This design comes from an exercise in tuning for small area, a short achievable clock period and few clock cycles per item on the open sky130 flow, not from production work.
The RTL was checked by simulation tests, not by an equivalence proof against the original design.

== maple ==
Design SNN, start of the top module:
module SNN(
	clk,
	rst_n,
	in_valid,
	img,
	ker,
	weight,
	out_valid,
	out_data
);
For scale: roughly 2,800 cells after synthesis, roughly 35,000 um2 of cells after synthesis.
export LEC_CHECK = 0
export CAP_MARGIN = 20
export CORE_MARGIN = 2
export CORE_UTILIZATION = 55
export CTS_BUF_LIST = sky130_fd_sc_hd__clkbuf_8 sky130_fd_sc_hd__clkbuf_4
export SLEW_MARGIN = 20
export SYNTH_HIERARCHICAL = 1
create_clock -name core_clock -period 17.0 [get_ports {clk}]
standard.sh (not shown) runs the stock make flow with config.mk's settings and CLKGATE_MAP_FILE= SYNTH_SCRIPT=/design/flow/synth_recipe.tcl, a recipe that flattens the netlist after the stock synthesis.
==> flow/flow/run.sh <==
#!/bin/bash
# The standard layout (standard.sh), with these changes to how it is made:
#  - the port buffers are buf_4 cells instead of the cell buffer_ports picks
#    by default (a slow delay buffer);
#  - the timing repair steps aim for 12.7 ns of setup slack on the 17 ns
#    clock and may change a cell's footprint, so they size up the gates of
#    the longest paths. The clock, its period and the constraints are
#    unchanged.
set -o pipefail
bash standard.sh \
  BUFFER_PORTS_ARGS="-buffer_cell sky130_fd_sc_hd__buf_4" \
  SETUP_SLACK_MARGIN=12.7 \
  MATCH_CELL_FOOTPRINT=0 \
  finish 2>&1 | tee standard.log
Testbench counts of maple, summed over its fixed seeds: cycles 14,976, items 192.
### maple -> umber
# maple
export LEC_CHECK = 0
export CAP_MARGIN = 20
export CORE_MARGIN = 2
export CORE_UTILIZATION = 55
export CTS_BUF_LIST = sky130_fd_sc_hd__clkbuf_8 sky130_fd_sc_hd__clkbuf_4
export SLEW_MARGIN = 20
export SYNTH_HIERARCHICAL = 1
create_clock -name core_clock -period 17.0 [get_ports {clk}]
# umber
export LEC_CHECK = 0
export CAP_MARGIN = 20
export CORE_MARGIN = 2
export CORE_UTILIZATION = 55
export CTS_BUF_LIST = sky130_fd_sc_hd__clkbuf_16
export CTS_CLUSTER_DIAMETER = 100
export CTS_CLUSTER_SIZE = 20
export SLEW_MARGIN = 20
export SYNTH_HIERARCHICAL = 1
create_clock -name core_clock -period 17.0 [get_ports {clk}]
diff --git a/flow/flow/run.sh b/flow/flow/run.sh
--- a/flow/flow/run.sh
+++ b/flow/flow/run.sh
@@ -12 +12 @@
-  SETUP_SLACK_MARGIN=12.7 \
+  SETUP_SLACK_MARGIN=12.45 \
Notes after the runs:
umber: all stages complete, timing, DRC and antenna checks passed
From maple to umber, quantity of I/O buffers inserted on ports did not move at all.
| fraction of the cycle the final worst path needs | umber vs maple | 0.28 points lower |
The run showing the greater worst setup slack is umber.
umber against maple: sequential share of layout area up 1.3 points.
diff inputs: umber => lagoon
# umber
export LEC_CHECK = 0
export CAP_MARGIN = 20
export CORE_MARGIN = 2
export CORE_UTILIZATION = 55
export CTS_BUF_LIST = sky130_fd_sc_hd__clkbuf_16
export CTS_CLUSTER_DIAMETER = 100
export CTS_CLUSTER_SIZE = 20
export SLEW_MARGIN = 20
export SYNTH_HIERARCHICAL = 1
create_clock -name core_clock -period 17.0 [get_ports {clk}]
# lagoon
export LEC_CHECK = 0
export CAP_MARGIN = 20
export CORE_MARGIN = 2
export CORE_UTILIZATION = 55
export CTS_BUF_LIST = sky130_fd_sc_hd__clkbuf_8 sky130_fd_sc_hd__clkbuf_4
export SLEW_MARGIN = 20
export SYNTH_HIERARCHICAL = 1
create_clock -name core_clock -period 17.0 [get_ports {clk}]
==> flow/flow/run.sh <==
#!/bin/bash
# The standard layout, with the port buffers made of buf_4 cells instead of
# the cell buffer_ports picks by default (a slow delay buffer).
set -o pipefail
export BUFFER_PORTS_ARGS="-buffer_cell sky130_fd_sc_hd__buf_4"
bash standard.sh 2>&1 | tee standard.log
[summary]
- Between lagoon and umber, the difference in multi-input gate area in the final layout is negligible.
- Cell area: lagoon higher than umber

SNN again, from the RTL that the note above started with.
## SNN
module SNN(
	clk,
	rst_n,
	in_valid,
	img,
	ker,
	weight,
	out_valid,
	out_data
);
clock: 17.0 ns
lec_check: 0
cap_margin: 20
core_margin: 2
core_utilization: 55
cts_buf_list: sky130_fd_sc_hd__clkbuf_16 sky130_fd_sc_hd__clkbuf_8
slew_margin: 20
synth_hierarchical: 1
==> flow/flow/run.sh <==
#!/bin/bash
# The standard layout (standard.sh), with these changes to how it is made:
#  - the port buffers are buf_4 cells instead of the cell buffer_ports picks
#    by default (a slow delay buffer);
#  - the timing repair steps aim for 12.7 ns of setup slack on the 17 ns
#    clock and may change a cell's footprint, so they size up the gates of
#    the longest paths. The clock, its period and the constraints are
#    unchanged.
set -o pipefail
bash standard.sh \
  BUFFER_PORTS_ARGS="-buffer_cell sky130_fd_sc_hd__buf_4" \
  SETUP_SLACK_MARGIN=12.45 \
  MATCH_CELL_FOOTPRINT=0 \
  finish 2>&1 | tee standard.log
Testbench counts at the start, summed over its fixed seeds: cycles 14,976, items 192.
Change:
==> flow/flow/run.sh (replaced) <==
#!/bin/bash
# The standard layout, with the port buffers made of buf_4 cells instead of
# the cell buffer_ports picks by default (a slow delay buffer).
set -o pipefail
export BUFFER_PORTS_ARGS="-buffer_cell sky130_fd_sc_hd__buf_4"
bash standard.sh 2>&1 | tee standard.log
--- a/flow/config.mk
+++ b/flow/config.mk
@@ -8,6 +8,8 @@
 export CAP_MARGIN = 20
 export CORE_MARGIN = 2
-export CORE_UTILIZATION = 55
+export CORE_UTILIZATION = 60
 export CTS_BUF_LIST = sky130_fd_sc_hd__clkbuf_16 sky130_fd_sc_hd__clkbuf_8
+export CTS_CLUSTER_DIAMETER = 60
+export CTS_CLUSTER_SIZE = 30
 export SLEW_MARGIN = 20
 export SYNTH_HIERARCHICAL = 1
The new run produced a clean layout.
Setup slack got worse by 69 ps.
Wire length drops by 0.98%.
Sequential share of layout area climbs by 0.26 points.
Change:
==> flow/flow/run.sh (replaced) <==
#!/bin/bash
# The standard layout (standard.sh), with these changes to how it is made:
#  - the port buffers are buf_4 cells instead of the cell buffer_ports picks
#    by default (a slow delay buffer);
#  - the timing repair steps aim for 12.45 ns of setup slack on the 17 ns
#    clock and may change a cell's footprint, so they size up the gates of
#    the longest paths. The clock, its period and the constraints are
#    unchanged.
set -o pipefail
bash standard.sh \
  BUFFER_PORTS_ARGS="-buffer_cell sky130_fd_sc_hd__buf_4" \
  SETUP_SLACK_MARGIN=12.45 \
  MATCH_CELL_FOOTPRINT=0 \
  finish 2>&1 | tee standard.log
==> flow/config.mk (replaced) <==
export PLATFORM = sky130hd
export DESIGN_NAME = SNN
export DESIGN_NICKNAME = SNN
export VERILOG_FILES = /design/flow/design.v
export SDC_FILE = /design/flow/constraint.sdc
export NUM_CORES = 4
export LEC_CHECK = 0
export CAP_MARGIN = 20
export CORE_MARGIN = 2
export CORE_UTILIZATION = 55
export CTS_BUF_LIST = sky130_fd_sc_hd__clkbuf_16
export CTS_CLUSTER_DIAMETER = 100
export CTS_CLUSTER_SIZE = 20
export SLEW_MARGIN = 20
export SYNTH_HIERARCHICAL = 1
=>
- wire length barely changes
- worst setup slack gains 43 ps

SNN, a different RTL version from the one above (not shown whole).
Size: ~2700 cells after synthesis, about 490 flip-flops, roughly 38 I/O pins, about 0.034 sq mm of cells after synthesis.
clock: 17.0 ns
lec_check: 0
cap_margin: 20
core_margin: 2
core_utilization: 50
cts_buf_list: sky130_fd_sc_hd__clkbuf_16
cts_cluster_diameter: 110
cts_cluster_size: 24
slew_margin: 20
synth_hierarchical: 1
==> flow/flow/run.sh <==
#!/bin/bash
# The standard layout (standard.sh), with these changes to how it is made:
#  - the port buffers are buf_4 cells instead of the cell buffer_ports picks
#    by default (a slow delay buffer);
#  - the timing repair steps aim for 12.5 ns of setup slack on the 17 ns
#    clock and may change a cell's footprint, so they size up the gates of
#    the longest paths. The clock, its period and the constraints are
#    unchanged.
set -o pipefail
bash standard.sh \
  BUFFER_PORTS_ARGS="-buffer_cell sky130_fd_sc_hd__buf_4" \
  SETUP_SLACK_MARGIN=12.5 \
  MATCH_CELL_FOOTPRINT=0 \
  finish 2>&1 | tee standard.log
Testbench counts at the start, summed over its fixed seeds: cycles 14,976, items 192.
Edit:
==> flow/flow/run.sh (replaced) <==
#!/bin/bash
# The standard layout (standard.sh), with these changes to how it is made:
#  - the port buffers are buf_4 cells instead of the cell buffer_ports picks
#    by default (a slow delay buffer);
#  - the timing repair steps aim for 12.45 ns of setup slack on the 17 ns
#    clock and may change a cell's footprint, so they size up the gates of
#    the longest paths. The clock, its period and the constraints are
#    unchanged.
set -o pipefail
bash standard.sh \
  BUFFER_PORTS_ARGS="-buffer_cell sky130_fd_sc_hd__buf_4" \
  SETUP_SLACK_MARGIN=12.45 \
  MATCH_CELL_FOOTPRINT=0 \
  finish 2>&1 | tee standard.log
Settings changed: CORE_UTILIZATION 50 to 70, CTS_CLUSTER_DIAMETER 110 to 100.
The changed run completed with no timing, DRC or antenna violations; wire length came out higher by 0.95%; via count came out higher by 3.6%; utilization goes up by 22 points; non-clock buffer count climbs by 5; synthesized cell count is unchanged; area after synthesis is unchanged; first-iteration DRC count came out higher by 31%; setup slack degrades by 0.14 ns.

Starting RTL as in the previous note.
Design SNN, start of the top module:
module SNN(
	clk,
	rst_n,
	in_valid,
	img,
	ker,
	weight,
	out_valid,
	out_data
);
export LEC_CHECK = 0
export CAP_MARGIN = 20
export CORE_MARGIN = 2
export CORE_UTILIZATION = 55
export CTS_BUF_LIST = sky130_fd_sc_hd__clkbuf_16
export CTS_CLUSTER_DIAMETER = 115
export CTS_CLUSTER_SIZE = 26
export SLEW_MARGIN = 20
export SYNTH_HIERARCHICAL = 1
create_clock -name core_clock -period 17.0 [get_ports {clk}]
==> flow/flow/run.sh <==
#!/bin/bash
# The standard layout (standard.sh), with these changes to how it is made:
#  - the port buffers are buf_4 cells instead of the cell buffer_ports picks
#    by default (a slow delay buffer);
#  - the timing repair steps aim for 12.5 ns of setup slack on the 17 ns
#    clock and may change a cell's footprint, so they size up the gates of
#    the longest paths. The clock, its period and the constraints are
#    unchanged.
set -o pipefail
bash standard.sh \
  BUFFER_PORTS_ARGS="-buffer_cell sky130_fd_sc_hd__buf_4" \
  SETUP_SLACK_MARGIN=12.5 \
  MATCH_CELL_FOOTPRINT=0 \
  finish 2>&1 | tee standard.log
The baseline completed with no timing, DRC or antenna violations.
Testbench counts at the start, summed over its fixed seeds: cycles 14,976, items 192.
Edit:
==> flow/flow/run.sh (replaced) <==
#!/bin/bash
# The standard layout (standard.sh), with these changes to how it is made:
#  - the port buffers are buf_4 cells instead of the cell buffer_ports picks
#    by default (a slow delay buffer);
#  - the timing repair steps aim for 12.45 ns of setup slack on the 17 ns
#    clock and may change a cell's footprint, so they size up the gates of
#    the longest paths. The clock, its period and the constraints are
#    unchanged.
set -o pipefail
bash standard.sh \
  BUFFER_PORTS_ARGS="-buffer_cell sky130_fd_sc_hd__buf_4" \
  SETUP_SLACK_MARGIN=12.45 \
  MATCH_CELL_FOOTPRINT=0 \
  finish 2>&1 | tee standard.log
- CORE_UTILIZATION: 55 -> 65
- CTS_CLUSTER_DIAMETER: 115 -> 100
- CTS_CLUSTER_SIZE: 26 -> 20
After rerunning: Global-route usage went up by 4.5 points. Register-to-register slack loses 0.21 ns. Area after synthesis stays the same. Setup slack gets worse by 0.085 ns.
Edit:
- ABC_AREA: default -> 1
- CORE_UTILIZATION: 65 -> 55
=>
- area after synthesis climbs by 0.90%
- cell count came out higher by 12%
- sequential cell count stays the same
- via count grows by 3.9%
- cell area climbs by 0.47%
- die area climbs by 19%
Edit:
--- a/flow/flow/run.sh
+++ b/flow/flow/run.sh
@@ -3,4 +3,6 @@
 #  - the port buffers are buf_4 cells instead of the cell buffer_ports picks
 #    by default (a slow delay buffer);
+#  - after placement's resizing, the output registers are given the
+#    strongest drive of their own cell type (flow/upsize_out.tcl);
 #  - the timing repair steps aim for 12.45 ns of setup slack on the 17 ns
 #    clock and may change a cell's footprint, so they size up the gates of
@@ -10,4 +12,5 @@
 bash standard.sh \
   BUFFER_PORTS_ARGS="-buffer_cell sky130_fd_sc_hd__buf_4" \
+  POST_RESIZE_TCL="$PWD/flow/upsize_out.tcl" \
   SETUP_SLACK_MARGIN=12.45 \
   MATCH_CELL_FOOTPRINT=0 \
==> flow/flow/upsize_out.tcl (new file) <==
# Output registers: a stronger flip-flop of the same type, so the output
# ports are driven sooner after the clock edge.
foreach inst [get_cells -quiet {out_data* out_valid*}] {
  puts "upsize_out: [get_full_name $inst] -> sky130_fd_sc_hd__dfrtp_4"
  replace_cell $inst sky130_fd_sc_hd__dfrtp_4
}
- ABC_AREA: 1 -> default
The new run passed the timing, design-rule and antenna checks.
Final area is higher by 0.48%.
Register-to-register slack loses 0.22 ns.
Final cell count goes down by 7.2%.
Global-route usage goes down by 0.33 points.

separate check: timing with driven ports:
How much do the figures lean on ideal ports? The routed layouts below were timed once more, with nothing changed but the port constraints. Step 1: set_driving_cell puts a clkbuf_16 on clk and a buf_2 on each other input, an assumption about the parent block. Step 2 adds t to the input delays and takes it off the output delays; t is the mean of the earliest and latest rising clock arrival at the registers after step 1. Input paths then give back, and output paths get back, about the clock's delay inside the block. Slacks: ideal / step 1 / step 2; pairs: ideal / step 1.
| run | t (ns) | slack for setup (ns) | hold WS [ns] | slew at the worst register clock pin (ns) | pins driven straight from the clock port |
|---|---|---|---|---|---|
| maple | 0.734 | 12.415 / 12.350 / 12.543 | 0.312 / 0.312 / 0.312 | 0.07 / 0.07 | 1 |
| umber | 0.672 | 12.462 / 12.396 / 12.552 | 0.326 / 0.326 / 0.326 | 0.09 / 0.09 | 1 |
| lagoon | 0.734 | 12.409 / 12.345 / 12.507 | 0.311 / 0.311 / 0.311 | 0.07 / 0.07 | 1 |
| the first run of note 2 | 0.666 | 12.488 / 12.424 / 12.539 | 0.320 / 0.320 / 0.320 | 0.07 / 0.07 | 1 |
| the second run of note 2 | 0.653 | 12.419 / 12.419 / 12.419 | 0.321 / 0.321 / 0.321 | 0.11 / 0.11 | 1 |
| the third run of note 2 | 0.672 | 12.462 / 12.396 / 12.552 | 0.326 / 0.326 / 0.326 | 0.09 / 0.09 | 1 |
| the first run of note 3 | 0.647 | 12.498 / 12.434 / 12.552 | 0.331 / 0.331 / 0.331 | 0.10 / 0.10 | 1 |
| the second run of note 3 | 0.641 | 12.353 / 12.353 / 12.353 | 0.333 / 0.333 / 0.333 | 0.10 / 0.10 | 1 |
| the first run of note 4 | 0.641 | 12.491 / 12.426 / 12.616 | 0.325 / 0.325 / 0.325 | 0.12 / 0.12 | 1 |
| the second run of note 4 | 0.657 | 12.406 / 12.406 / 12.406 | 0.324 / 0.324 / 0.324 | 0.09 / 0.09 | 1 |
| the third run of note 4 | 0.659 | 12.471 / 12.412 / 12.406 | 0.324 / 0.324 / 0.324 | 0.09 / 0.09 | 1 |
| the fourth run of note 4 | 0.685 | 12.382 / 12.314 / 12.423 | 0.322 / 0.322 / 0.322 | 0.09 / 0.09 | 1 |
After both steps every run listed still meets setup and hold. The setup slack of the third run of note 4, which loses most, moves by -0.059 ns with the drivers and by -0.065 ns with both steps.
